Context: an optimization exercise on an open-source flow, tuned for small area and a short achievable clock period. The choices shown serve that exercise and are no tape-out recipe. Function was checked by simulation only, so behaviour that the tests miss may differ from the original. Power and IR drop assume default switching activity.

`flow/run.sh`:
```
#!/bin/bash
# synth_recipe.tcl (not shown) runs the flow's synth.tcl, then flattens the netlist and writes it again
# the make line also repeats each setting of config.mk as NAME=value (left out here)
make -C /OpenROAD-flow-scripts/flow DESIGN_CONFIG=/design/flow/config.mk WORK_HOME=/design/flow/orfs CLKGATE_MAP_FILE= SYNTH_SCRIPT=/design/flow/synth_recipe.tcl finish
```
`flow/config.mk`:
```
export PLATFORM = sky130hd
export DESIGN_NAME = cpu
export DESIGN_NICKNAME = cpu
export VERILOG_FILES = /design/flow/design.v
export SDC_FILE = /design/flow/constraint.sdc
export NUM_CORES = 4
export LEC_CHECK = 0
export CAP_MARGIN = 20
export CORE_MARGIN = 2
export CORE_UTILIZATION = 40
export SLEW_MARGIN = 20
```
`flow/constraint.sdc`:
```
create_clock -name core_clock -period 20.0 [get_ports {clk}]
set_input_delay 4.0000 -clock core_clock [delete_from_list [all_inputs] [get_ports {clk}]]
set_output_delay 4.0000 -clock core_clock [all_outputs]
set_load 0.01 [all_outputs]
```
`flow/design.v`:
```
`timescale 1ns / 1ps
module add_fast #(parameter W = 32) (
    input  logic [W-1:0] a,
    input  logic [W-1:0] b,
    input  logic cin,
    output logic [W-1:0] sum,
    output logic cout
);
    localparam L = $clog2(W + 1);
    logic [W:0] g [0:L];
    logic [W:0] p [0:L];
    always_comb begin
        g[0][0] = cin;
        p[0][0] = 1'b0;
        for (int i = 0; i < W; i++) begin
            g[0][i+1] = a[i] & b[i];
            p[0][i+1] = a[i] ^ b[i];
        end
        for (int l = 0; l < L; l++) begin
            for (int i = 0; i <= W; i++) begin
                if (((i >> l) & 1) == 1) begin
                    g[l+1][i] = g[l][i] | (p[l][i] & g[l][((i >> l) << l) - 1]);
                    p[l+1][i] = p[l][i] & p[l][((i >> l) << l) - 1];
                end else begin
                    g[l+1][i] = g[l][i];
                    p[l+1][i] = p[l][i];
                end
            end
        end
        for (int i = 0; i < W; i++)
            sum[i] = p[0][i+1] ^ g[L][i];
        cout = g[L][W];
    end
endmodule
module add_ripple #(parameter W = 8) (
    input  logic [W-1:0] a,
    input  logic [W-1:0] b,
    input  logic cin,
    output logic [W-1:0] sum
);
    logic [W:0] c;
    always_comb begin
        c[0] = cin;
        for (int i = 0; i < W; i++) begin
            sum[i] = a[i] ^ b[i] ^ c[i];
            c[i+1] = (a[i] & b[i]) | (a[i] & c[i]) | (b[i] & c[i]);
        end
    end
endmodule
`timescale 1ns / 1ps
module instr_decompressor(
    input logic [15:0] c_instr,
    output logic [31:0] decompressed_instr,
    output logic decompress_failed
);
    logic [6:0] funct7;
    logic [4:0] rs2;
    logic [4:0] rs1;
    logic [2:0] funct3;
    logic [4:0] rd;
    logic [6:0] opcode;
    always_comb begin
        funct7 = 7'b0;
        rs2 = 5'b0;
        rs1 = 5'b0;
        funct3 = 3'b0;
        rd = 5'b0;
        opcode = 7'b0;
        decompress_failed = 1'b0;
        begin
            case (c_instr[1:0])
                2'b00: begin
                    case (c_instr[15:13])
                        3'b010: begin
                            {funct7, rs2} = {5'b00000, c_instr[5], c_instr[12:10], c_instr[6], 2'b00};
                            rs1 = {2'b01, c_instr[9:7]};  
                            rd = {2'b01, c_instr[4:2]};  
                            funct3 = 3'b010;  
                            opcode = 7'b0000011;  
                        end
                        3'b110: begin
                            {funct7, rd} = {5'b00000, c_instr[5], c_instr[12:10], c_instr[6], 2'b00}; 
                            rs1 = {2'b01, c_instr[9:7]};  
                            rs2 = {2'b01, c_instr[4:2]};  
                            funct3 = 3'b010;  
                            opcode = 7'b0100011;  
                        end
                        default: begin
                            decompress_failed = 1'b1;
                        end
                    endcase
                end
                2'b01: begin
                    if (c_instr == 16'h1111) begin
                        funct7 = 7'b0000000;
                        rs2 = 5'b00000;
                        rs1 = 5'b00000;
                        funct3 = 3'b001;
                        rd = 5'b00010;
                        opcode = 7'b0010001;
                    end
                    else begin
                        case (c_instr[15:13])
                            3'b000: begin
                                funct7 = {{6{c_instr[12]}}, c_instr[12]};
                                rs2 = c_instr[6:2];
                                rs1 = c_instr[11:7];
                                funct3 = 3'b000;  
                                rd = c_instr[11:7];
                                opcode = 7'b0010011;  
                            end
                            3'b001: begin
                                funct7[6] = c_instr[12];  
                                {funct7[5:0], rs2[4:1]} = {c_instr[8], c_instr[10:9], c_instr[6], 
                                                            c_instr[7], c_instr[2], c_instr[11], c_instr[5:3]};  
                                rs2[0] = c_instr[12];  
                                {rs1, funct3} = {8{c_instr[12]}};
                                rd = 5'd1;  
                                opcode = 7'b1101111;  
                            end
                            3'b010: begin
                                funct7 = {{6{c_instr[12]}}, c_instr[12]};
                                rs2 = c_instr[6:2];
                                rs1 = 5'b0;  
                                funct3 = 3'b000;  
                                rd = c_instr[11:7];
                                opcode = 7'b0010011;  
                            end
                            3'b011: begin
                                if (c_instr[11:7] != 5'd2 && c_instr[11:7] != 5'd0)
                                begin
                                    {funct7, rs2, rs1, funct3} = {{14{c_instr[12]}}, c_instr[12], c_instr[6:2]};  
                                    rd = c_instr[11:7];
                                    opcode = 7'b0110111;  
                                end
                            end
                            3'b100: begin
                                casez (c_instr[12:10])
                                    3'b?00: begin
                                        funct7 = {6'b0, c_instr[12]};
                                        rs2 = c_instr[6:2];
                                        rs1 = {2'b01, c_instr[9:7]};  
                                        rd = {2'b01, c_instr[9:7]};  
                                        funct3 = 3'b101;  
                                        opcode = 7'b0010011;  
                                    end
                                    3'b?01: begin
                                        funct7 = {6'b01_0000, c_instr[12]};
                                        rs2 = c_instr[6:2];
                                        rs1 = {2'b01, c_instr[9:7]};  
                                        rd = {2'b01, c_instr[9:7]};  
                                        funct3 = 3'b101;  
                                        opcode = 7'b0010011;  
                                    end
                                    3'b?10: begin
                                        funct7 = {{6{c_instr[12]}}, c_instr[12]};
                                        rs2 = c_instr[6:2];
                                        rs1 = {2'b01, c_instr[9:7]};  
                                        rd = {2'b01, c_instr[9:7]};  
                                        funct3 = 3'b111;  
                                        opcode = 7'b0010011;  
                                    end
                                    3'b011: begin
                                        rs2 = {2'b01, c_instr[4:2]};  
                                        rs1 = {2'b01, c_instr[9:7]};  
                                        rd = {2'b01, c_instr[9:7]};  
                                        opcode = 7'b0110011;  
                                        casez (c_instr[6:5])
                                            2'b00: begin
                                                funct7 = 7'b0100000;
                                                funct3 = 3'b000;  
                                            end
                                            2'b01: begin
                                                funct7 = 7'b0000000;
                                                funct3 = 3'b100;  
                                            end
                                            2'b10: begin
                                                funct7 = 7'b0000000;
                                                funct3 = 3'b110;  
                                            end
                                            2'b11: begin
                                                funct7 = 7'b0000000;
                                                funct3 = 3'b111;  
                                            end
                                        endcase
                                    end
                                endcase
                            end
                            3'b101: begin
                                funct7[6] = c_instr[12];  
                                {funct7[5:0], rs2[4:1]} = {c_instr[8], c_instr[10:9], c_instr[6], 
                                                            c_instr[7], c_instr[2], c_instr[11], c_instr[5:3]};  
                                rs2[0] = c_instr[12];  
                                {rs1, funct3} = {8{c_instr[12]}};
                                rd = 5'd0;  
                                opcode = 7'b1101111;  
                            end
                            3'b110: begin
                                funct7[6] = c_instr[12];  
                                funct7[5:0] = {{2{c_instr[12]}}, c_instr[12], c_instr[6:5], c_instr[2]};  
                                rs2 = 5'b00000;  
                                rs1 = {2'b01, c_instr[9:7]};  
                                rd[4:1] = {c_instr[11:10], c_instr[4:3]};  
                                rd[0] = c_instr[12];  
                                funct3 = 3'b000;  
                                opcode = 7'b1100011;  
                            end
                            3'b111: begin
                                funct7[6] = c_instr[12];  
                                funct7[5:0] = {{2{c_instr[12]}}, c_instr[12], c_instr[6:5], c_instr[2]};  
                                rs2 = 5'b00000;  
                                rs1 = {2'b01, c_instr[9:7]};  
                                rd[4:1] = {c_instr[11:10], c_instr[4:3]};  
                                rd[0] = c_instr[12];  
                                funct3 = 3'b001;  
                                opcode = 7'b1100011;  
                            end
                            default: decompress_failed = 1'b1;
                        endcase
                    end
                end
                2'b10: begin
                    case (c_instr[15:13])
                        3'b000: begin
                            funct7 = {6'b0, c_instr[12]};
                            rs2 = c_instr[6:2];
                            rs1 = c_instr[11:7];
                            rd = c_instr[11:7];
                            funct3 = 3'b001;  
                            opcode = 7'b0010011;  
                        end
                        3'b100: begin
                            case (c_instr[12])
                                1'b0: begin
                                    if (c_instr[6:2] == 5'b00000)
                                    begin
                                        if (c_instr[11:7] != 5'b00000)
                                        begin
                                            funct7 = 7'b0000000;
                                            rs2 = 5'b00000;
                                            rs1 = c_instr[11:7];
                                            rd = 5'b00000;  
                                            funct3 = 3'b000;  
                                            opcode = 7'b1100111;  
                                        end
                                    end
                                    else begin
                                        funct7 = 7'b0000000;
                                        rs2 = c_instr[6:2];
                                        rs1 = 5'd0;  
                                        rd = c_instr[11:7];
                                        funct3 = 3'b000;  
                                        opcode = 7'b0110011;  
                                    end
                                end
                                1'b1: begin
                                    if (c_instr[6:2] == 5'b00000)
                                    begin
                                        if (c_instr[11:7] != 5'b00000)
                                        begin
                                            funct7 = 7'b0000000;
                                            rs2 = 5'b00000;
                                            rs1 = c_instr[11:7];
                                            rd = 5'd1;  
                                            funct3 = 3'b000;  
                                            opcode = 7'b1100111;  
                                        end
                                    end
                                    else begin
                                        if (c_instr[11:7] != 5'b00000 && c_instr[6:2] != 5'b00000)
                                        begin
                                            funct7 = 7'b0000000;
                                            rs2 = c_instr[6:2];
                                            rs1 = c_instr[11:7];
                                            rd = c_instr[11:7];
                                            funct3 = 3'b000;  
                                            opcode = 7'b0110011;  
                                        end
                                    end
                                end
                                default: begin
                                    decompress_failed = 1'b1;
                                end
                            endcase
                        end
                        default: begin
                            decompress_failed = 1'b1;
                        end
                    endcase
                end
            endcase
        end
    end
    assign decompressed_instr = {funct7, rs2, rs1, funct3, rd, opcode};
endmodule
`timescale 1ns / 1ps
module cpu(
    input clk,
    input reset_n,
    input start,
    output logic [7:0] imem_addr,
    input [31:0] imem_rdata,
    output logic [9:0] dmem_addr,
    output logic dmem_we,
    output logic dmem_re,
    output logic [31:0] dmem_wdata,
    output logic [1:0] dmem_size,
    output logic dmem_sign,
    input [31:0] dmem_rdata,
    output running,
    output indication
);
    localparam [3:0] ALU_AND = 4'd0, ALU_OR = 4'd1, ALU_XOR = 4'd2, ALU_ADD = 4'd3,
                     ALU_SUB = 4'd4, ALU_SLT = 4'd5, ALU_SLTU = 4'd6, ALU_SLL = 4'd7,
                     ALU_SRL = 4'd8, ALU_SRA = 4'd9, ALU_LUI = 4'd10, B_BNE = 4'd11,
                     B_BLT = 4'd12, B_BGE = 4'd13, B_LTU = 4'd14, B_GEU = 4'd15;
    localparam [2:0] E_NONE = 3'd0, E_R = 3'd1, E_I = 3'd2, E_S = 3'd3,
                     E_B = 3'd4, E_U = 3'd5, E_J = 3'd6;
    localparam [1:0] S_IDLE = 2'd0, S_DIRECT = 2'd1, S_BUF = 2'd2;
    logic run_flag, ind_ext;
    logic [31:0] pc_reg;
    logic [31:0] br_sum0, br_sum1;      
    logic [31:0] pc_recovery;
    logic prediction_valid, prediction_buff;
    logic [1:0] state;
    logic [15:0] instr_buffer;
    logic buffer_valid;
    logic [3:1] instr_offset;
    logic [1:0] offset_cnt;
    logic run_finished;
    logic [31:0] ifid_pc;
    logic [31:0] ifid_instr;
    logic ifid_dfail;
    logic [4:0] idex_rd;
    logic [31:0] ex_a, ex_b, ex_x, idex_pc;    
    logic [3:0] idex_alu_op;
    logic [2:0] idex_enc;
    logic idex_alu_src, idex_mem_read, idex_mem_write, idex_reg_write;
    logic [1:0] idex_mem_size;
    logic idex_mem_sign, idex_is_branch;
    logic idex_dfail, idex_illegal;
    logic [4:0] exmem_rd;
    logic exmem_mem_read, exmem_mem_write, exmem_reg_write;
    logic [1:0] exmem_mem_size;
    logic exmem_mem_sign;
    logic [31:0] exmem_alu, exmem_mdata;
    logic [4:0] memwb_rd;
    logic memwb_reg_write;
    logic [31:0] memwb_data;
    logic [31:0] wb_result;
    assign wb_result = memwb_data;
    logic [31:0] opa, opb;
    assign opa = ex_a;
    assign opb = ex_b;
    logic [31:0] add_res, sub_res, alu_res;
    logic eq, lts, ltu;
    logic add_co, sub_co, jalr_co;
    add_fast #(32) u_alu_add (.a(opa), .b(opb), .cin(1'b0), .sum(add_res), .cout(add_co));
    add_fast #(32) u_alu_sub (.a(opa), .b(~opb), .cin(1'b1), .sum(sub_res), .cout(sub_co));
    assign eq = opa == opb;
    assign ltu = !sub_co;
    assign lts = (opa[31] ^ opb[31]) ? opa[31] : sub_res[31];
    always_comb begin
        case (idex_alu_op)
            ALU_AND:  alu_res = opa & opb;
            ALU_OR:   alu_res = opa | opb;
            ALU_XOR:  alu_res = opa ^ opb;
            ALU_ADD:  alu_res = add_res;
            ALU_SUB:  alu_res = sub_res;
            ALU_SLT:  alu_res = {31'b0, lts};
            ALU_SLTU: alu_res = {31'b0, ltu};
            ALU_SLL:  alu_res = shl_res;
            ALU_SRL:  alu_res = shr_res;
            ALU_SRA:  alu_res = shr_res;
            ALU_LUI:  alu_res = opb;
            B_BNE:    alu_res = {31'b0, eq};
            B_BLT:    alu_res = {31'b0, !lts};
            B_BGE:    alu_res = {31'b0, lts};
            B_LTU:    alu_res = {31'b0, !ltu};
            default:  alu_res = {31'b0, ltu};    
        endcase
    end
    logic [31:0] sh_in, sh_out, shl_res, shr_res;
    logic sh_left, sh_fill;
    assign sh_left = idex_alu_op == ALU_SLL;
    assign sh_fill = idex_alu_op == ALU_SRA && opa[31];
    always_comb begin
        for (int i = 0; i < 32; i++)
            sh_in[i] = sh_left ? opa[31-i] : opa[i];
    end
    assign sh_out = $signed({sh_fill, sh_in}) >>> opb[4:0];
    always_comb begin
        for (int i = 0; i < 32; i++)
            shl_res[i] = sh_out[31-i];
    end
    assign shr_res = sh_out;
    logic zero_flag;
    always_comb begin
        case (idex_alu_op)
            ALU_AND:  zero_flag = (opa & opb) == 0;
            ALU_SUB:  zero_flag = eq;
            B_BNE:    zero_flag = !eq;
            B_BLT:    zero_flag = lts;
            B_BGE:    zero_flag = !lts;
            B_LTU:    zero_flag = ltu;
            B_GEU:    zero_flag = !ltu;
            default:  zero_flag = alu_res == 0;
        endcase
    end
    logic overflow;
    always_comb begin
        if (idex_alu_op == ALU_ADD)
            overflow = ~(opa[31] ^ opb[31]) & (opa[31] ^ add_res[31]);
        else if (idex_alu_op == ALU_SUB)
            overflow = (opa[31] ^ opb[31]) & (opa[31] ^ sub_res[31]);
        else
            overflow = 1'b0;
    end
    logic jalr_flag, pc_src;
    logic [31:0] jalr_target, ex_alu_data, ex_mdata;
    assign jalr_flag = idex_enc == E_I && idex_is_branch;
    add_fast #(32) u_jalr (.a(opa), .b(ex_x), .cin(1'b0), .sum(jalr_target), .cout(jalr_co));
    assign ex_alu_data = (jalr_flag || idex_enc == E_J) ? idex_pc + 32'd4 : alu_res;
    assign ex_mdata = ex_x;
    assign pc_src = idex_enc == E_B && zero_flag;
    logic ind_trigger;
    assign ind_trigger = idex_dfail | idex_illegal | overflow;
    assign indication = ind_trigger | ind_ext;
    logic load_use;
    assign load_use = idex_mem_read && idex_rd != 0 &&
                      (idex_rd == ifid_instr[19:15] || idex_rd == ifid_instr[24:20]);
    logic stall_pc_write, if_id_write, id_ex_write, stall_id_ex_flush, ex_mem_flush;
    always_comb begin
        if (load_use) begin
            stall_pc_write = 0; if_id_write = 0; id_ex_write = 1; stall_id_ex_flush = 1; ex_mem_flush = 0;
        end else if (indication) begin
            stall_pc_write = 0; if_id_write = 0; id_ex_write = 0; stall_id_ex_flush = 0; ex_mem_flush = 1;
        end else begin
            stall_pc_write = 1; if_id_write = 1; id_ex_write = 1; stall_id_ex_flush = 0; ex_mem_flush = 0;
        end
    end
    logic pc_write, flush, zero_slot;
    assign pc_write = stall_pc_write & run_flag;
    assign flush = (pc_src ^ prediction_buff) | jalr_flag;
    assign zero_slot = flush | !pc_write;
    logic [7:0] ghr, ghr_d;
    logic [1:0] bht [0:255];      
    logic [7:0] bht_index;
    logic [1:0] bht_cnt;
    logic prediction;
    assign bht_index = idex_pc[9:2] ^ ghr_d;
    assign bht_cnt = bht[bht_index] ^ 2'b01;
    assign prediction = bht_cnt[1];
    logic [1:0] bht_new;
    always_comb begin
        case (bht_cnt)
            2'b00: bht_new = pc_src ? 2'b01 : 2'b00;
            2'b01: bht_new = pc_src ? 2'b10 : 2'b00;
            2'b10: bht_new = pc_src ? 2'b11 : 2'b01;
            default: bht_new = pc_src ? 2'b11 : 2'b10;
        endcase
    end
    always_ff @(posedge clk or negedge reset_n) begin
        if (!reset_n) begin
            ghr <= '0;
            ghr_d <= '0;
            for (int i = 0; i < 256; i++)
                bht[i] <= 2'b00;
        end else begin
            ghr_d <= ghr;
            if (idex_is_branch) begin
                ghr <= {ghr[6:0], pc_src};
                bht[bht_index] <= bht_new ^ 2'b01;
            end
        end
    end
    logic [31:0] data;
    assign data = imem_rdata;
    logic lo_c, hi_c;           
    assign lo_c = data[1:0] != 2'b11;
    assign hi_c = data[17:16] != 2'b11;
    logic [1:0] state_next;
    logic [15:0] ibuf_next;
    logic bv_next;
    logic is_c;
    logic [31:0] cur;           
    always_comb begin
        state_next = state;
        case (state)
            S_IDLE:   state_next = run_flag ? ((lo_c && !hi_c) ? S_BUF : S_DIRECT) : S_IDLE;
            S_DIRECT: begin
                state_next = (!pc_reg[1] && lo_c && !hi_c) ? S_BUF : S_DIRECT;
                if (run_finished) state_next = S_IDLE;
            end
            S_BUF: begin
                state_next = !hi_c ? S_BUF : S_DIRECT;
                if (run_finished) state_next = S_IDLE;
            end
            default: state_next = state;
        endcase
        cur = '0;
        ibuf_next = '0;
        bv_next = 1'b0;
        is_c = 1'b0;
        case (state)
            S_DIRECT: begin
                if (!pc_reg[1]) begin
                    if (lo_c) begin
                        cur = {16'b0, data[15:0]};
                        is_c = 1'b1;
                        if (!hi_c) begin
                            bv_next = 1'b1;
                            ibuf_next = data[31:16];
                        end
                    end else
                        cur = data;
                end else begin
                    cur = {16'b0, data[31:16]};
                    is_c = 1'b1;
                end
            end
            S_BUF: begin
                cur = {data[15:0], instr_buffer};
                if (!hi_c) begin
                    bv_next = 1'b1;
                    ibuf_next = data[31:16];
                end
            end
            default: ;
        endcase
    end
    logic [31:0] dec_instr;
    logic dec_failed;
    instr_decompressor decompressor(
        .c_instr(cur[15:0]),
        .decompressed_instr(dec_instr),
        .decompress_failed(dec_failed)
    );
    logic [31:0] raw_instr;
    assign raw_instr = is_c ? dec_instr : cur;
    logic [31:0] instr32;       
    logic [15:0] c16;           
    assign instr32 = (state == S_BUF) ? {data[15:0], instr_buffer} : data;
    assign c16 = pc_reg[1] ? data[31:16] : data[15:0];
    logic slot32;               
    assign slot32 = (state == S_BUF) || (state == S_DIRECT && !pc_reg[1] && !lo_c);
    logic raw_b, raw_j;
    assign raw_b = is_c ? (c16[1:0] == 2'b01 && c16[15:14] == 2'b11)
                        : (slot32 && instr32[6:0] == 7'b1100011);
    assign raw_j = is_c ? (c16[1:0] == 2'b01 && c16[14:13] == 2'b01)
                        : (slot32 && instr32[6:0] == 7'b1101111);
    logic is_b, is_j;           
    assign is_b = raw_b & !zero_slot;
    assign is_j = raw_j & !zero_slot;
    logic [31:0] pc_plus2, pc_plus4, pc_normal, pc_branch;
    logic [31:2] pc_inc;
    assign pc_inc = pc_reg[31:2] + 30'd1;
    assign pc_plus4 = {pc_inc, pc_reg[1:0]};
    assign pc_plus2 = pc_reg[1] ? {pc_inc, 1'b0, pc_reg[0]} : {pc_reg[31:2], 1'b1, pc_reg[0]};
    assign pc_normal = is_c ? pc_plus2 : pc_plus4;
    logic [20:0] imm32;
    logic [11:0] immc;
    assign imm32 = instr32[3] ? {instr32[31], instr32[19:12], instr32[20], instr32[30:21], 1'b0}
                              : {{9{instr32[31]}}, instr32[7], instr32[30:25], instr32[11:8], 1'b0};
    assign immc = c16[14] ? {{4{c16[12]}}, c16[6:5], c16[2], c16[11:10], c16[4:3], 1'b0}
                          : {c16[12], c16[8], c16[10:9], c16[6], c16[7], c16[2], c16[11], c16[5:3], 1'b0};
    logic [20:0] t32_lo;
    logic [11:0] tc_lo;
    logic t32_co, tc_co;
    add_fast #(21) u_add32 (.a(pc_reg[20:0]), .b(imm32), .cin(1'b0), .sum(t32_lo), .cout(t32_co));
    add_fast #(12) u_addc (.a(pc_reg[11:0]), .b(immc), .cin(1'b0), .sum(tc_lo), .cout(tc_co));
    logic [10:0] hi21_inc, hi21_dec, t32_hi;
    logic [19:0] hi12_inc, hi12_dec, tc_hi;
    logic inc_co0, inc_co1, dec_co0, dec_co1;
    add_ripple #(11) u_inc21 (.a(pc_reg[31:21]), .b(11'd0), .cin(1'b1), .sum(hi21_inc));
    add_ripple #(11) u_dec21 (.a(pc_reg[31:21]), .b({11{1'b1}}), .cin(1'b0), .sum(hi21_dec));
    add_ripple #(20) u_inc12 (.a(pc_reg[31:12]), .b(20'd0), .cin(1'b1), .sum(hi12_inc));
    add_ripple #(20) u_dec12 (.a(pc_reg[31:12]), .b({20{1'b1}}), .cin(1'b0), .sum(hi12_dec));
    assign t32_hi = (t32_co == imm32[20]) ? pc_reg[31:21] : t32_co ? hi21_inc : hi21_dec;
    assign tc_hi = (tc_co == immc[11]) ? pc_reg[31:12] : tc_co ? hi12_inc : hi12_dec;
    assign pc_branch = is_c ? {tc_hi, tc_lo} : {t32_hi, t32_lo};
    logic [1:0] offset_cnt_next;
    logic [3:1] instr_offset_next;
    logic [3:1] offset_inc, offset_inc2, offset_inc4;
    assign offset_inc2 = instr_offset + 3'd1;
    assign offset_inc4 = instr_offset + 3'd2;
    assign offset_inc = is_c ? offset_inc2 : offset_inc4;
    always_comb begin
        if (is_b) begin
            offset_cnt_next = 2'd2;
            instr_offset_next = 3'd0;
        end else if (offset_cnt != 0) begin
            offset_cnt_next = offset_cnt - 2'd1;
            instr_offset_next = offset_inc;
        end else begin
            offset_cnt_next = 2'd0;
            instr_offset_next = 3'd0;
        end
    end
    logic [4:0] mis_lo2, mis_lo4, mis_lo;
    logic [31:4] mis_hi_inc;
    logic [31:0] pc_mispred1;
    assign mis_lo2 = {1'b0, br_sum1[3:0]} + {1'b0, offset_inc2, 1'b0};
    assign mis_lo4 = {1'b0, br_sum1[3:0]} + {1'b0, offset_inc4, 1'b0};
    assign mis_hi_inc = br_sum1[31:4] + 28'd1;
    assign mis_lo = is_c ? mis_lo2 : mis_lo4;
    assign pc_mispred1 = (raw_b || offset_cnt == 0) ? br_sum1 :
                         {mis_lo[4] ? mis_hi_inc : br_sum1[31:4], mis_lo[3:0]};
    logic end_raw;
    assign end_raw = (state == S_DIRECT && (pc_reg[1] ? data[31:16] == 16'h1111 : data[15:0] == 16'h1111)) ||
                     (state == S_BUF && data[15:0] == 16'h0000 && instr_buffer == 16'h1111);
    logic [31:0] pc_seq;
    always_comb begin
        if (end_raw) pc_seq = 32'd0;
        else if (prediction_buff && !prediction_valid) pc_seq = pc_mispred1;
        else if (raw_j) pc_seq = pc_branch;
        else if (raw_b && prediction) pc_seq = pc_branch;
        else pc_seq = pc_normal;
    end
    logic [31:0] pc_next;
    always_comb begin
        if (!pc_write) pc_next = pc_reg;
        else if (state == S_IDLE) pc_next = 32'd0;
        else if (jalr_flag) pc_next = jalr_target;
        else if (pc_src ^ prediction_buff) pc_next = prediction_buff ? pc_recovery : br_sum1;
        else pc_next = pc_seq;
    end
    logic run_finished_next;
    assign run_finished_next = run_finished |
        (pc_write && state != S_IDLE && !jalr_flag && !(pc_src ^ prediction_buff) && end_raw);
    always_ff @(posedge clk or negedge reset_n) begin
        if (!reset_n) begin
            pc_reg <= '0;
            prediction_valid <= 1'b0;
            prediction_buff <= 1'b0;
            state <= S_IDLE;
            buffer_valid <= 1'b0;
            instr_offset <= '0;
            offset_cnt <= '0;
            run_finished <= 1'b0;
        end else begin
            pc_reg <= pc_next;
            prediction_valid <= is_b ? prediction : 1'b0;
            prediction_buff <= prediction_valid;
            state <= state_next;
            buffer_valid <= bv_next;
            instr_offset <= instr_offset_next;
            offset_cnt <= offset_cnt_next;
            run_finished <= run_finished_next;
        end
    end
    always_ff @(posedge clk) begin
        br_sum0 <= (is_b || is_j) ? pc_branch : 32'd0;
        br_sum1 <= br_sum0;
        if (is_b) pc_recovery <= pc_normal;
        instr_buffer <= ibuf_next;
    end
    assign imem_addr = buffer_valid ? pc_plus2[9:2] : pc_reg[9:2];
    logic [31:0] fetch_instr;
    logic fetch_dfail;
    assign fetch_instr = zero_slot ? 32'd0 : raw_instr;
    assign fetch_dfail = is_c & !flush & (!pc_write | dec_failed);
    always_ff @(posedge clk or negedge reset_n) begin
        if (!reset_n) begin
            run_flag <= 1'b0;
            ind_ext <= 1'b0;
        end else begin
            if (run_finished_next) run_flag <= 1'b0;
            else if (start) run_flag <= 1'b1;
            if (ind_trigger) ind_ext <= 1'b1;
        end
    end
    assign running = run_flag;
    logic [6:0] opcode;
    logic [2:0] funct3;
    logic f7b5;
    assign opcode = ifid_instr[6:0];
    assign funct3 = ifid_instr[14:12];
    assign f7b5 = ifid_instr[30];
    logic [3:0] c_alu_op;
    logic [2:0] c_enc;
    logic c_alu_src, c_mem_read, c_mem_write, c_reg_write, c_mem_sign, c_is_branch;
    logic [1:0] c_mem_size;
    logic decode_failed;
    always_comb begin
        c_alu_op = 4'd0; c_enc = E_NONE; c_alu_src = 0; c_mem_read = 0; c_mem_write = 0;
        c_reg_write = 0; c_mem_size = 2'b00; c_mem_sign = 0; c_is_branch = 0;
        decode_failed = 0;
        case (opcode)
            7'b0110011: begin
                c_enc = E_R; c_reg_write = 1;
                case (funct3)
                    3'b000: c_alu_op = f7b5 ? ALU_SUB : ALU_ADD;
                    3'b001: c_alu_op = ALU_SLL;
                    3'b010: c_alu_op = ALU_SLT;
                    3'b011: c_alu_op = ALU_SLTU;
                    3'b100: c_alu_op = ALU_XOR;
                    3'b101: c_alu_op = f7b5 ? ALU_SRA : ALU_SRL;
                    3'b110: c_alu_op = ALU_OR;
                    default: c_alu_op = ALU_AND;
                endcase
            end
            7'b0010011: begin
                c_enc = E_I; c_reg_write = 1; c_alu_src = 1;
                case (funct3)
                    3'b000: c_alu_op = ALU_ADD;
                    3'b001: c_alu_op = ALU_SLL;
                    3'b010: c_alu_op = ALU_SLT;
                    3'b011: c_alu_op = ALU_SLTU;
                    3'b100: c_alu_op = ALU_XOR;
                    3'b101: c_alu_op = f7b5 ? ALU_SRA : ALU_SRL;
                    3'b110: c_alu_op = ALU_OR;
                    default: c_alu_op = ALU_AND;
                endcase
            end
            7'b0000011: begin
                c_enc = E_I; c_reg_write = 1; c_alu_src = 1; c_mem_read = 1; c_alu_op = ALU_ADD;
                case (funct3)
                    3'b000, 3'b100: c_mem_size = 2'b00;
                    3'b001, 3'b101: c_mem_size = 2'b01;
                    3'b010: c_mem_size = 2'b10;
                    default: decode_failed = 1;
                endcase
                c_mem_sign = !funct3[2];
            end
            7'b1100111: begin
                c_enc = E_I; c_is_branch = 1; c_reg_write = 1; c_alu_op = ALU_ADD;
            end
            7'b1101111: begin
                c_enc = E_J; c_reg_write = 1; c_alu_op = ALU_ADD;
            end
            7'b0100011: begin
                c_enc = E_S; c_alu_src = 1; c_mem_write = 1; c_alu_op = ALU_ADD;
                case (funct3)
                    3'b000: c_mem_size = 2'b00;
                    3'b001: c_mem_size = 2'b01;
                    3'b010: c_mem_size = 2'b10;
                    default: decode_failed = 1;
                endcase
            end
            7'b1100011: begin
                c_enc = E_B; c_is_branch = 1;
                case (funct3)
                    3'b000: c_alu_op = ALU_SUB;
                    3'b001: c_alu_op = B_BNE;
                    3'b100: c_alu_op = B_BLT;
                    3'b101: c_alu_op = B_BGE;
                    3'b110: c_alu_op = B_LTU;
                    3'b111: c_alu_op = B_GEU;
                    default: decode_failed = 1;
                endcase
            end
            7'b0110111: begin
                c_enc = E_U; c_reg_write = 1; c_alu_src = 1; c_alu_op = ALU_LUI;
            end
            7'b0010111: begin
                c_enc = E_U; c_reg_write = 1; c_alu_op = ALU_ADD;
            end
            default: begin
                if (!(ifid_instr == 32'h00001111 || ifid_instr == 32'h00000000))
                    decode_failed = 1;
            end
        endcase
    end
    logic reg_illegal;
    assign reg_illegal = (c_enc == E_R || c_enc == E_I || c_enc == E_U || c_enc == E_J) &&
                         ifid_instr[11:7] == 5'd0 && opcode != 7'b1100111 &&
                         ifid_instr != 32'h00000013;
    logic [31:0] dec_imm;
    always_comb begin
        case (c_enc)
            E_S: dec_imm = {{20{ifid_instr[31]}}, ifid_instr[31:25], ifid_instr[11:7]};
            E_B: dec_imm = {{20{ifid_instr[31]}}, ifid_instr[31], ifid_instr[7], ifid_instr[30:25], ifid_instr[11:8], 1'b0};
            E_U: dec_imm = {ifid_instr[31:12], 12'b0};
            E_J: dec_imm = {{12{ifid_instr[31]}}, ifid_instr[19:12], ifid_instr[20], ifid_instr[30:21], 1'b0};
            default: dec_imm = {{20{ifid_instr[31]}}, ifid_instr[31:20]};
        endcase
    end
    logic [31:0] regs [0:31];
    assign regs[0] = 32'd0;
    for (genvar r = 1; r < 32; r++) begin : g_rf
        always_ff @(posedge clk) begin
            if (!reset_n || (memwb_reg_write && memwb_rd == r))
                regs[r] <= reset_n ? wb_result : 32'd0;
        end
    end
    logic [4:0] rs1, rs2;
    logic [31:0] rf1, rf2;
    assign rs1 = ifid_instr[19:15];
    assign rs2 = ifid_instr[24:20];
    assign rf1 = (rs1 != 0 && memwb_reg_write && memwb_rd == rs1) ? wb_result : regs[rs1];
    assign rf2 = (rs2 != 0 && memwb_reg_write && memwb_rd == rs2) ? wb_result : regs[rs2];
    always_ff @(posedge clk or negedge reset_n) begin
        if (!reset_n) begin
            ifid_pc <= '0;
            ifid_instr <= '0;
            ifid_dfail <= 1'b0;
        end else if (if_id_write) begin
            ifid_pc <= pc_reg;
            ifid_instr <= fetch_instr;
            ifid_dfail <= fetch_dfail;
        end else if (flush) begin
            ifid_pc <= '0;
            ifid_instr <= '0;
            ifid_dfail <= 1'b0;
        end
    end
    logic id_ex_flush;
    assign id_ex_flush = flush | stall_id_ex_flush;
    always_ff @(posedge clk or negedge reset_n) begin
        if (!reset_n) begin
            idex_pc <= '0;
            idex_alu_op <= '0; idex_enc <= '0; idex_mem_read <= 0;
            idex_mem_write <= 0; idex_reg_write <= 0;
            idex_is_branch <= 0; idex_dfail <= 0; idex_illegal <= 0;
        end else if (id_ex_write) begin
            if (id_ex_flush) begin
                idex_pc <= '0;
                idex_alu_op <= '0; idex_enc <= '0; idex_mem_read <= 0;
                idex_mem_write <= 0; idex_reg_write <= 0;
                idex_is_branch <= 0; idex_dfail <= 0; idex_illegal <= 0;
            end else begin
                idex_pc <= ifid_pc;
                idex_alu_op <= c_alu_op; idex_enc <= c_enc;
                idex_mem_read <= c_mem_read; idex_mem_write <= c_mem_write;
                idex_reg_write <= c_reg_write;
                idex_is_branch <= c_is_branch; idex_dfail <= ifid_dfail;
                idex_illegal <= decode_failed | reg_illegal;
            end
        end
    end
    always_ff @(posedge clk) begin
        if (id_ex_write) begin
            idex_rd <= ifid_instr[11:7];
            idex_alu_src <= c_alu_src; idex_mem_size <= c_mem_size; idex_mem_sign <= c_mem_sign;
        end
    end
    always_ff @(posedge clk or negedge reset_n) begin
        if (!reset_n) begin
            exmem_mem_read <= 0; exmem_mem_write <= 0; exmem_reg_write <= 0;
        end else if (ex_mem_flush) begin
            exmem_mem_read <= 0; exmem_mem_write <= 0; exmem_reg_write <= 0;
        end else begin
            exmem_mem_read <= idex_mem_read; exmem_mem_write <= idex_mem_write;
            exmem_reg_write <= idex_reg_write;
        end
    end
    always_ff @(posedge clk) begin
        exmem_rd <= idex_rd; exmem_mem_size <= idex_mem_size;
        exmem_mem_sign <= idex_mem_sign; exmem_alu <= ex_alu_data; exmem_mdata <= ex_mdata;
    end
    logic f1ex, f1wb, f2ex, f2wb;
    logic [31:0] wb_next, fwd_a, fwd_b;
    assign f1ex = idex_rd != 0 && idex_rd == rs1 && idex_reg_write;
    assign f2ex = idex_rd != 0 && idex_rd == rs2 && idex_reg_write;
    assign f1wb = !f1ex && exmem_rd != 0 && exmem_rd == rs1 && exmem_reg_write;
    assign f2wb = !f2ex && exmem_rd != 0 && exmem_rd == rs2 && exmem_reg_write;
    assign wb_next = exmem_mem_read ? dmem_rdata : exmem_alu;
    assign fwd_a = f1ex ? ex_alu_data : f1wb ? wb_next : rf1;
    assign fwd_b = f2ex ? ex_alu_data : f2wb ? wb_next : rf2;
    always_ff @(posedge clk) begin
        ex_a <= fwd_a;
        ex_b <= (c_enc == E_R || c_enc == E_B) ? fwd_b : c_alu_src ? dec_imm : rf2;
        ex_x <= (c_enc == E_S) ? fwd_b : dec_imm;
    end
    always_ff @(posedge clk or negedge reset_n) begin
        if (!reset_n) begin
            memwb_reg_write <= 0;
        end else begin
            memwb_reg_write <= exmem_reg_write;
        end
    end
    always_ff @(posedge clk) begin
        memwb_rd <= exmem_rd;
        memwb_data <= wb_next;
    end
    assign dmem_addr = exmem_alu[9:0];
    assign dmem_we = exmem_mem_write;
    assign dmem_re = exmem_mem_read;
    assign dmem_wdata = exmem_mdata;
    assign dmem_size = exmem_mem_size;
    assign dmem_sign = exmem_mem_sign;
endmodule
```
==> flow_summary_export.csv, run 1 <==
group,metric,value,unit
clock_network,clock_path_buffers,4,
power_and_ir_drop,p_leak,45.22,nW
sta,min_period,11010,ps
grt,grt_util_all_layers,37.85,%
grt,grt_start_max_net_pins,180,
clock_network,clk_root_buffer_cell,"sky130_fd_sc_hd__clkbuf_16",
synth,synth_top_family_by_area,"compound AO/OA/AOI/OAI gates",
floorplan,initial_utilization,40.23,%
power_and_ir_drop,power_frac_seq,48.3,%
power_and_ir_drop,clock_network_fraction_of_design_power,47.0,%
power_and_ir_drop,cellInternalPower,7.003,mW
power_and_ir_drop,power.combinational.fraction,4.7,%
setup_path,cp_max_fo,37,
synth,post_synth_main_area_contributors,"sky130_fd_sc_hd__edfxtp_1, sky130_fd_sc_hd__dfrtp_1, sky130_fd_sc_hd__mux2_2",
routing,via_per_inst,7.201,
synth,syn-cell-area,103300,µm²
synth,synth_edf_count,1032,
final_layout,share_of_layout_cells_above_drive_strength_1,15.68,%
routing,initial_drt_pass_iterations,13,
grt,grt_pass1_vias,87530,
setup_path,worst_setup_path_endpoint,"indication",
clock_network,cts_hold_buffers,0,
clock_network,clock_latency_late_sink,930,ps
setup_path,worst-setup-path-type,"reg2out",
synth,post_synth_mux_area_share,8.812,%
floorplan,ios,124,
sta,slack_of_the_critical_path,8988,ps
synth,yosys.area_share.xor_xnor,1.787,%
sta,maxClockFrequency,90.81,MHz
routing,final_routed_wirelength,516500,µm
sta,final-setup-viol-count,0,
floorplan,die_area,262300,µm²
placed_design,dp_worst_setup_slack,10050,ps
final_layout,filler_cell_count,23530,
floorplan,row_count,186,
final_layout,layoutNonFillerInstCount,12880,
synth,synth.avg_cell_area,11.01,µm²
final_layout,synthToLayoutAreaGrowth,13.35,%
setup_path,rr_worst_depth,29,
floorplan,die_w,512.1,µm
synth,synth_async_sr_flop_share,34.30,%
clock_network,cts_buffers,223,
grt,grt_antenna_before_repair,48,
setup_path,critPathRequiredTime,16000,ps
synth,dominantRegCellSynth,"sky130_fd_sc_hd__edfxtp_1",
synth,synth_top_cell_by_area,"sky130_fd_sc_hd__edfxtp_1",
synth,post_synth_and_or_nand_nor_area_fraction,11.64,%
sta,period_share,55.06,%
placed_design,portBuffers,123,
clock_network,htreeDepth,4,
final_layout,largest_register_ffs,992,
setup_path,crit_arrival,7010,ps
sta,fin_tns_setup,0,ps
clock_network,cts_repair_resize_count,0,
synth,synth_compound_area_share,18.93,%
final_layout,finish.net_count,9604,
floorplan,fp.coreArea,256700,µm²
power_and_ir_drop,power_density_over_cell_area,78.78,nW/µm²
floorplan,die_h,512.1,µm
run,max_cap_viol,0,
grt,overflow,0,
clock_network,cts_num_sinks,2003,
setup_path,crit_path_max_incr_delay,680,ps
final_layout,utilization,45.60,%
setup_path,regToRegEndpoint,"bht[79][1]",
setup_path,critical_path_launch_point_type,"flip-flop",
placed_design,place_hpwl,327400,µm
synth,synth_cell_type_count,90,
sta,slew_headroom,14.37,%
sta,final.hold.worst_slack,319.0,ps
sta,fin_worst_skew,93.46,ps
status,outcome,"complete, no violations",
routing,drt_drc_violations_left,0,
setup_path,cpMaxStageDelayCell,"sky130_fd_sc_hd__clkdlybuf4s50_1",
synth,synth_top_cell_area_share,30.01,%
routing,vias,92780,
power_and_ir_drop,ir_drop_worst_vdd,0.09012,mV
sta,rsz0062_at_grt,"false",
sta,timing_hold_violations_final,0,
synth,synthAdderAreaFrac,3.091,%
routing,average_wire_length_per_cell_after_detail_routing,40.09,µm
synth,synth.cells.most_frequent,"sky130_fd_sc_hd__edfxtp_1, sky130_fd_sc_hd__nand2_1, sky130_fd_sc_hd__dfrtp_1",
synth,synthMostInstantiatedCell,"sky130_fd_sc_hd__edfxtp_1",
setup_path,worst_setup_path_startpoint,"ex_b[4]",
placed_design,dp_cells,12450,
final_layout,reg_top3,"regs (992), bht (512)",
power_and_ir_drop,net-switching-power,2.220,mW
synth,synthesis.nets,9685,
setup_path,worst-r2r-setup-slack,10320,ps
synth,yosysWarningCount,15,
setup_path,end_kind,"output pin",
routing,ant_nets,0,
clock_network,cts_clk_pin_slew_worst_paths,70,ps
clock_network,postCtsSetupRepairBufs,0,
synth,sequential_fraction_of_the_synthesis_area,52.16,%
synth,ys_ff_latch,2003,
clock_network,cts_tree,"built",
setup_path,worstReg2RegStart,"ex_b[4]",
sta,max_slew.worst_pin.slew,1275,ps
synth,syn-instance-count,9377,
setup_path,critical_path.cell_chain,"buf_4, clkinv_1, ha_1, nor3_1, nor2b_1, o311a_1, o21ai_1, a31oi_1, or3_1, a21oi_1, nor2_1, or2_2, inv_1, fa_1, xnor2_1, nand3_1, nand2_1, a31o_2, clkdlybuf4s50_1",
routing,initialDrtViolationCount,17600,
hold_path,holdCritPathClass,"reg2reg",
grt,grt_pass1_wl,706500,µm
final_layout,register_with_the_most_flip_flops,"regs",
sta,max_slew_violations,0,
placed_design,placer_congestion,1.014,
power_and_ir_drop,swShare,24.07,%
[stage by stage]
| step | power [mW] | area [µm²] |
|---|---|---|
| floorplan | 4.697 | 103300 |
| global placement | 4.943 | 109400 |
| detailed placement | 4.945 | 109400 |
| CTS | 9.192 | 117000 |
| global route | 9.386 | 117000 |
| finish | 9.223 | 117100 |
[metal layers]
layer / up-vias / GRT usage [%] / wire [µm]
li1: 36260 / - / -
met1: 46080 / 49.13 / 190600
met2: 8313 / 54.09 / 212000
met3: 2100 / 14.46 / 77650
met4: 28 / 20.70 / 36060
met5: - / 0 / 174
[kinds of logic after synthesis]
logic type                 Yosys count
xor gates and xnor gates           209
DFF                               2003
adders and majority gates          242
AOI/OAI and AO/OA                 2679
and+or+nand+nor                   2527
buffers and inverters              903
muxes                              814
[layout by cell type, fill, tap and decap left out, drive strengths merged, types with 27 or more instances in the layout]
cell / instances
xnor2: 137
o22ai: 111
a22o: 390
clkdlybuf4s50: 122
nand3: 333
nor2b: 48
o21a: 27
or3: 40
dfrtp: 687
buf: 297
o221ai: 30
nor4: 102
nor3: 178
xor2: 72
o211ai: 67
clkbuf: 271
nand4: 180
a21oi: 399
mux2: 592
nor2: 561
a211oi: 53
o21ai: 311
and3: 53
ha: 219
nand2: 765
a22oi: 530
bufinv: 28
mux2i: 205
or4: 28
clkinv: 88
a221oi: 308
nand2b: 58
and2: 102
a21o: 33
a31oi: 91
edfxtp: 1032
inv: 186
a222oi: 81
dfxtp: 284
[power by group through the flow]
| stage | clock, mW | sequential, mW | combinational (mW) |
|---|---|---|---|
| after floorplan | 0 | 4.52 | 0.182 |
| after global placement | 0 | 4.53 | 0.413 |
| after detailed placement | 0 | 4.53 | 0.415 |
| after CTS | 4.33 | 4.45 | 0.415 |
| after global routing | 4.49 | 4.45 | 0.440 |
| final | 4.33 | 4.45 | 0.438 |
[final cells by class]
cell class              instances  area, µm²  share of cell area (%)
multi-input cells            6471      47190                   40.31
repair buffers                419       3501                   2.991
flip-flops and latches       2003      53870                   46.02
clock buffers                 271       6088                   5.201
inverters                     178      668.1                  0.5707
well taps                    3384       4234                   3.617
diodes                         25      62.56                 0.05344
clock inverters               133       1446                   1.236
[worst min-delay path by stage]
stage	start	end	slack, ps	cells after the start
2_1_floorplan	br_sum0[0]	br_sum1[0]	310	0
3_3_place_gp	br_sum0[13]	br_sum1[13]	310	0
3_5_place_dp	br_sum0[10]	br_sum1[10]	310	0
4_1_cts	br_sum0[22]	br_sum1[22]	320	0
5_1_grt	br_sum0[22]	br_sum1[22]	330	0
6_report	br_sum0[16]	br_sum1[16]	320	0
[critical path, delay by kind of cell, from the launching register on]
kind	cells	cell delay, ps
xor+xnor	1	190
flops	1	310
buf+inv	4	1580
simple gates	7	1420
fa+ha+maj	2	1020
compound gates	5	1620
==> run 2, diff against run 1 <==
--- a/flow/design.v
+++ b/flow/design.v
@@ -336,5 +336,5 @@
     logic [3:0] idex_alu_op;
     logic [2:0] idex_enc;
-    logic idex_alu_src, idex_mem_read, idex_mem_write, idex_reg_write;
+    logic idex_mem_read, idex_mem_write, idex_reg_write;
     logic [1:0] idex_mem_size;
     logic idex_mem_sign, idex_is_branch;
@@ -559,30 +559,34 @@
     assign pc_plus2 = pc_reg[1] ? {pc_inc, 1'b0, pc_reg[0]} : {pc_reg[31:2], 1'b1, pc_reg[0]};
     assign pc_normal = is_c ? pc_plus2 : pc_plus4;
-    logic [20:0] imm32;
-    logic [11:0] immc;
-    assign imm32 = instr32[3] ? {instr32[31], instr32[19:12], instr32[20], instr32[30:21], 1'b0}
-                              : {{9{instr32[31]}}, instr32[7], instr32[30:25], instr32[11:8], 1'b0};
-    assign immc = c16[14] ? {{4{c16[12]}}, c16[6:5], c16[2], c16[11:10], c16[4:3], 1'b0}
-                          : {c16[12], c16[8], c16[10:9], c16[6], c16[7], c16[2], c16[11], c16[5:3], 1'b0};
-    logic [20:0] t32_lo;
-    logic [11:0] tc_lo;
-    logic t32_co, tc_co;
-    add_fast #(21) u_add32 (.a(pc_reg[20:0]), .b(imm32), .cin(1'b0), .sum(t32_lo), .cout(t32_co));
-    add_fast #(12) u_addc (.a(pc_reg[11:0]), .b(immc), .cin(1'b0), .sum(tc_lo), .cout(tc_co));
-    logic [10:0] hi21_inc, hi21_dec, t32_hi;
-    logic [19:0] hi12_inc, hi12_dec, tc_hi;
-    logic inc_co0, inc_co1, dec_co0, dec_co1;
+    logic [20:0] imm_j, imm_b;
+    logic [11:0] imm_cj, imm_cb;
+    assign imm_j = {instr32[31], instr32[19:12], instr32[20], instr32[30:21], 1'b0};
+    assign imm_b = {{9{instr32[31]}}, instr32[7], instr32[30:25], instr32[11:8], 1'b0};
+    assign imm_cb = {{4{c16[12]}}, c16[6:5], c16[2], c16[11:10], c16[4:3], 1'b0};
+    assign imm_cj = {c16[12], c16[8], c16[10:9], c16[6], c16[7], c16[2], c16[11], c16[5:3], 1'b0};
+    logic [20:0] tj_lo, tb_lo;
+    logic [11:0] tcj_lo, tcb_lo;
+    logic tj_co, tb_co, tcj_co, tcb_co;
+    add_fast #(21) u_add_j (.a(pc_reg[20:0]), .b(imm_j), .cin(1'b0), .sum(tj_lo), .cout(tj_co));
+    add_fast #(21) u_add_b (.a(pc_reg[20:0]), .b(imm_b), .cin(1'b0), .sum(tb_lo), .cout(tb_co));
+    add_fast #(12) u_add_cj (.a(pc_reg[11:0]), .b(imm_cj), .cin(1'b0), .sum(tcj_lo), .cout(tcj_co));
+    add_fast #(12) u_add_cb (.a(pc_reg[11:0]), .b(imm_cb), .cin(1'b0), .sum(tcb_lo), .cout(tcb_co));
+    logic [10:0] hi21_inc, hi21_dec, tj_hi, tb_hi;
+    logic [19:0] hi12_inc, hi12_dec, tcj_hi, tcb_hi;
     add_ripple #(11) u_inc21 (.a(pc_reg[31:21]), .b(11'd0), .cin(1'b1), .sum(hi21_inc));
     add_ripple #(11) u_dec21 (.a(pc_reg[31:21]), .b({11{1'b1}}), .cin(1'b0), .sum(hi21_dec));
     add_ripple #(20) u_inc12 (.a(pc_reg[31:12]), .b(20'd0), .cin(1'b1), .sum(hi12_inc));
     add_ripple #(20) u_dec12 (.a(pc_reg[31:12]), .b({20{1'b1}}), .cin(1'b0), .sum(hi12_dec));
-    assign t32_hi = (t32_co == imm32[20]) ? pc_reg[31:21] : t32_co ? hi21_inc : hi21_dec;
-    assign tc_hi = (tc_co == immc[11]) ? pc_reg[31:12] : tc_co ? hi12_inc : hi12_dec;
-    assign pc_branch = is_c ? {tc_hi, tc_lo} : {t32_hi, t32_lo};
+    assign tj_hi = (tj_co == imm_j[20]) ? pc_reg[31:21] : tj_co ? hi21_inc : hi21_dec;
+    assign tb_hi = (tb_co == imm_b[20]) ? pc_reg[31:21] : tb_co ? hi21_inc : hi21_dec;
+    assign tcj_hi = (tcj_co == imm_cj[11]) ? pc_reg[31:12] : tcj_co ? hi12_inc : hi12_dec;
+    assign tcb_hi = (tcb_co == imm_cb[11]) ? pc_reg[31:12] : tcb_co ? hi12_inc : hi12_dec;
+    assign pc_branch = is_c ? (c16[14] ? {tcb_hi, tcb_lo} : {tcj_hi, tcj_lo})
+                            : (instr32[3] ? {tj_hi, tj_lo} : {tb_hi, tb_lo});
     logic [1:0] offset_cnt_next;
     logic [3:1] instr_offset_next;
     logic [3:1] offset_inc, offset_inc2, offset_inc4;
-    assign offset_inc2 = instr_offset + 3'd1;
-    assign offset_inc4 = instr_offset + 3'd2;
+    add_ripple #(3) u_off2 (.a(instr_offset), .b(3'd1), .cin(1'b0), .sum(offset_inc2));
+    add_ripple #(3) u_off4 (.a(instr_offset), .b(3'd2), .cin(1'b0), .sum(offset_inc4));
     assign offset_inc = is_c ? offset_inc2 : offset_inc4;
     always_comb begin
@@ -601,6 +605,6 @@
     logic [31:4] mis_hi_inc;
     logic [31:0] pc_mispred1;
-    assign mis_lo2 = {1'b0, br_sum1[3:0]} + {1'b0, offset_inc2, 1'b0};
-    assign mis_lo4 = {1'b0, br_sum1[3:0]} + {1'b0, offset_inc4, 1'b0};
+    add_ripple #(5) u_mis2 (.a({1'b0, br_sum1[3:0]}), .b({1'b0, offset_inc2, 1'b0}), .cin(1'b0), .sum(mis_lo2));
+    add_ripple #(5) u_mis4 (.a({1'b0, br_sum1[3:0]}), .b({1'b0, offset_inc4, 1'b0}), .cin(1'b0), .sum(mis_lo4));
     assign mis_hi_inc = br_sum1[31:4] + 28'd1;
     assign mis_lo = is_c ? mis_lo2 : mis_lo4;
@@ -833,5 +837,5 @@
         if (id_ex_write) begin
             idex_rd <= ifid_instr[11:7];
-            idex_alu_src <= c_alu_src; idex_mem_size <= c_mem_size; idex_mem_sign <= c_mem_sign;
+            idex_mem_size <= c_mem_size; idex_mem_sign <= c_mem_sign;
         end
     end
==> flow_summary_export.csv, run 2 <==
group,metric,value,unit
run,max_cap_viol,0,
clock_network,cts_buffers,208,
floorplan,row_count,186,
sta,max_slew.worst_pin.slew,1355,ps
placed_design,dpl-instance-area,109300,µm²
power_and_ir_drop,ir_drop_worst_vdd,0.1068,mV
floorplan,die_h,511.6,µm
sta,final-setup-viol-count,0,
synth,yosysWarningCount,17,
synth,synth_top_cell_area_share,30.06,%
setup_path,end_kind,"output pin",
clock_network,cts_num_sinks,2003,
synth,syn-cell-area,103100,µm²
synth,post_synth_main_area_contributors,"sky130_fd_sc_hd__edfxtp_1, sky130_fd_sc_hd__dfrtp_1, sky130_fd_sc_hd__dfxtp_1",
sta,timing_hold_violations_final,0,
final_layout,mostFrequentLayoutCell,"sky130_fd_sc_hd__edfxtp_1",
clock_network,postCtsSetupRepairBufs,0,
synth,dominantRegCellSynth,"sky130_fd_sc_hd__edfxtp_1",
setup_path,worst-setup-path-type,"reg2out",
setup_path,cp_max_fo,39,
final_layout,largest_register_ffs,992,
final_layout,highest_count_cells_in_the_layout_ignoring_fill_and_taps,"sky130_fd_sc_hd__edfxtp_1, sky130_fd_sc_hd__nand2_1, sky130_fd_sc_hd__dfrtp_1, sky130_fd_sc_hd__a21oi_1, sky130_fd_sc_hd__a22oi_1",
floorplan,ios,124,
clock_network,clock_path_buffers,3,
placed_design,placer_congestion,1.032,
routing,ant_nets,0,
grt,grt_pass1_wl,698900,µm
final_layout,stdcell_area,116800,µm²
power_and_ir_drop,report.power.total,8.827,mW
placed_design,portBuffers,123,
synth,synth_async_sr_flop_share,34.30,%
clock_network,htreeDepth,4,
setup_path,critPathRequiredTime,16000,ps
routing,initialDrtViolationCount,18090,
routing,average_wire_length_per_cell_after_detail_routing,38.82,µm
placed_design,dp_worst_setup_slack,9047,ps
floorplan,initial_utilization,40.19,%
sta,min_period,12170,ps
grt,grt_start_max_net_pins,175,
placed_design,place_hpwl,318300,µm
power_and_ir_drop,power_density_over_cell_area,75.60,nW/µm²
synth,syn-instance-count,9592,
floorplan,fp.coreArea,256500,µm²
status,outcome,"complete, no violations",
clock_network,cts_clk_pin_slew_worst_paths,70,ps
final_layout,register_with_the_most_flip_flops,"regs",
grt,overflow,0,
synth,synth_edf_count,1032,
floorplan,die_area,261800,µm²
synth,sequential_fraction_of_the_synthesis_area,52.26,%
synth,synthesis.nets,9921,
sta,slack_of_the_critical_path,7829,ps
final_layout,share_of_layout_cells_above_drive_strength_1,13.13,%
routing,initial_drt_pass_iterations,10,
sta,fin_worst_skew,124.3,ps
clock_network,cts_tree,"built",
clock_network,cts_repair_resize_count,0,
hold_path,holdCritPathClass,"reg2reg",
setup_path,crit_arrival,8170,ps
grt,grt_antenna_before_repair,35,
grt,grt_util_all_layers,37.41,%
routing,drt_drc_violations_left,0,
floorplan,die_w,511.6,µm
final_layout,utilization,45.53,%
clock_network,clock_latency_late_sink,940,ps
sta,fin_tns_setup,0,ps
routing,via_per_inst,7.172,
grt,grt_pass1_vias,87500,
sta,rsz0062_at_grt,"false",
synth,synth.avg_cell_area,10.75,µm²
power_and_ir_drop,p_leak,44.22,nW
synth,synth_top_cell_by_area,"sky130_fd_sc_hd__edfxtp_1",
clock_network,cts_hold_buffers,0,
synth,synth_cell_type_count,94,
final_layout,reg_top3,"regs (992), bht (512)",
final_layout,finish.net_count,9851,
sta,maxClockFrequency,82.16,MHz
clock_network,clk_root_buffer_cell,"sky130_fd_sc_hd__clkbuf_16",
routing,vias,94020,
sta,max_slew_violations,0,
final_layout,synthToLayoutAreaGrowth,13.28,%
synth,synthMostInstantiatedCell,"sky130_fd_sc_hd__edfxtp_1",
sta,period_share,60.85,%
sta,slew_headroom,8.680,%
synth,ys_ff_latch,2003,
setup_path,critical_path_launch_point_type,"flip-flop",
routing,final_routed_wirelength,508800,µm
synth,synth.cells.most_frequent,"sky130_fd_sc_hd__edfxtp_1, sky130_fd_sc_hd__nand2_1, sky130_fd_sc_hd__dfrtp_1",
[run 2: routing by layer]
| layer | wire [µm] | up-vias | share of wire [%] | track usage [%] |
|---|---|---|---|---|
| li1 | - | 37050 | - | - |
| met1 | 188300 | 46200 | 37 | 49.33 |
| met2 | 204900 | 8630 | 40 | 52.25 |
| met3 | 73880 | 2125 | 15 | 12.42 |
| met4 | 41520 | 18 | 8.2 | 24.23 |
| met5 | 126 | - | 0.025 | 0 |
[run 2: worst max-delay path, cell delays in order (launching register included)]
cell,delay [ps]
sky130_fd_sc_hd__dfxtp_1,310
sky130_fd_sc_hd__buf_4,400
sky130_fd_sc_hd__clkinv_1,820
sky130_fd_sc_hd__ha_1,510
sky130_fd_sc_hd__or2_2,280
sky130_fd_sc_hd__o211ai_1,390
sky130_fd_sc_hd__a21oi_1,350
sky130_fd_sc_hd__a21oi_1,670
sky130_fd_sc_hd__o2111ai_1,410
sky130_fd_sc_hd__and2_1,290
sky130_fd_sc_hd__nor2_1,90
sky130_fd_sc_hd__nor2_1,60
sky130_fd_sc_hd__or2_2,320
sky130_fd_sc_hd__inv_1,80
sky130_fd_sc_hd__fa_1,440
sky130_fd_sc_hd__xor2_1,150
sky130_fd_sc_hd__nor2_1,60
sky130_fd_sc_hd__a2111oi_0,440
sky130_fd_sc_hd__o31ai_1,260
sky130_fd_sc_hd__a21o_1,290
sky130_fd_sc_hd__clkdlybuf4s50_1,610
[run 2: logic make-up after synthesis]
group                      synth area share, %
AOI/OAI and AO/OA                        21.06
xor gates and xnor gates                 1.895
adders and majority gates                3.391
buffers and inverters                    3.604
DFF                                      52.26
muxes                                    5.999
and+or+nand+nor                          11.80
[run 2: final timing paths]
check	start	endpoint	slack [ps]	cells after the start
max in group asynchronous	reset_n	bht[239][1]	13930	4
setup reg to reg	ex_b[1]	bht[132][1]	9250	28
hold / removal	br_sum0[7]	br_sum1[7]	320	0
setup / recovery	ex_b[1]	indication	7830	20
hold reg to reg	br_sum0[7]	br_sum1[7]	320	0
min in group asynchronous	reset_n	bht[98][0]	3110	1
[run 2: metrics by stage]
| stage | hold WS (ps) | instances |
|---|---|---|
| after CTS | 325.3 | 13090 |
| after global placement | 309.9 | 12690 |
| after global routing | 328.1 | 13090 |
| after detailed placement | 312.1 | 12690 |
| after floorplan | 309.6 | 9592 |
| final | 322.4 | 13110 |
[run 2: final cells by class]
cell class / count / area, µm²
Fill cell: 23610 / 139700
Inverter: 190 / 713.2
Antenna cell: 20 / 50.05
Clock inverter: 119 / 1575
Clock buffer: 273 / 5710
Multi-Input combinational cell: 6675 / 46930
Timing Repair Buffer: 444 / 3677
Sequential cell: 2003 / 53870
Tap cell: 3384 / 4234
[run 2: power breakdown]
group / leakage [nW] / internal, mW / switching [mW]
Sequential: 22.4 / 4.39 / 0.0414
Clock: 3.50 / 2.33 / 1.82
Combinational: 18.3 / 0.0493 / 0.190

-- port drivers added, routing unchanged --
How much do the figures lean on ideal ports? The routed layouts below were timed once more, with nothing changed but the port constraints.
Step 1: set_driving_cell puts a clkbuf_16 on clk and a buf_2 on each other input, an assumption about the parent block.
Step 2 also shifts input and output timing later by t, the mid clock arrival at the registers, as if the neighbouring blocks saw the same clock.
a / b / c = no drivers / after step 1 / after step 2; a / b = the first two.
| run | t, ns | setup slack, ns | latest minus earliest clock arrival (ns) | worst data-port slew with drivers (ns) |
|---|---|---|---|---|
| run 1 | 0.971 | 8.988 / 8.902 / 9.873 | 0.093 / 0.094 | 0.16 |
| run 2 | 1.002 | 7.829 / 7.719 / 8.721 | 0.146 / 0.145 | 0.08 |
After both steps every run listed still meets setup and hold.
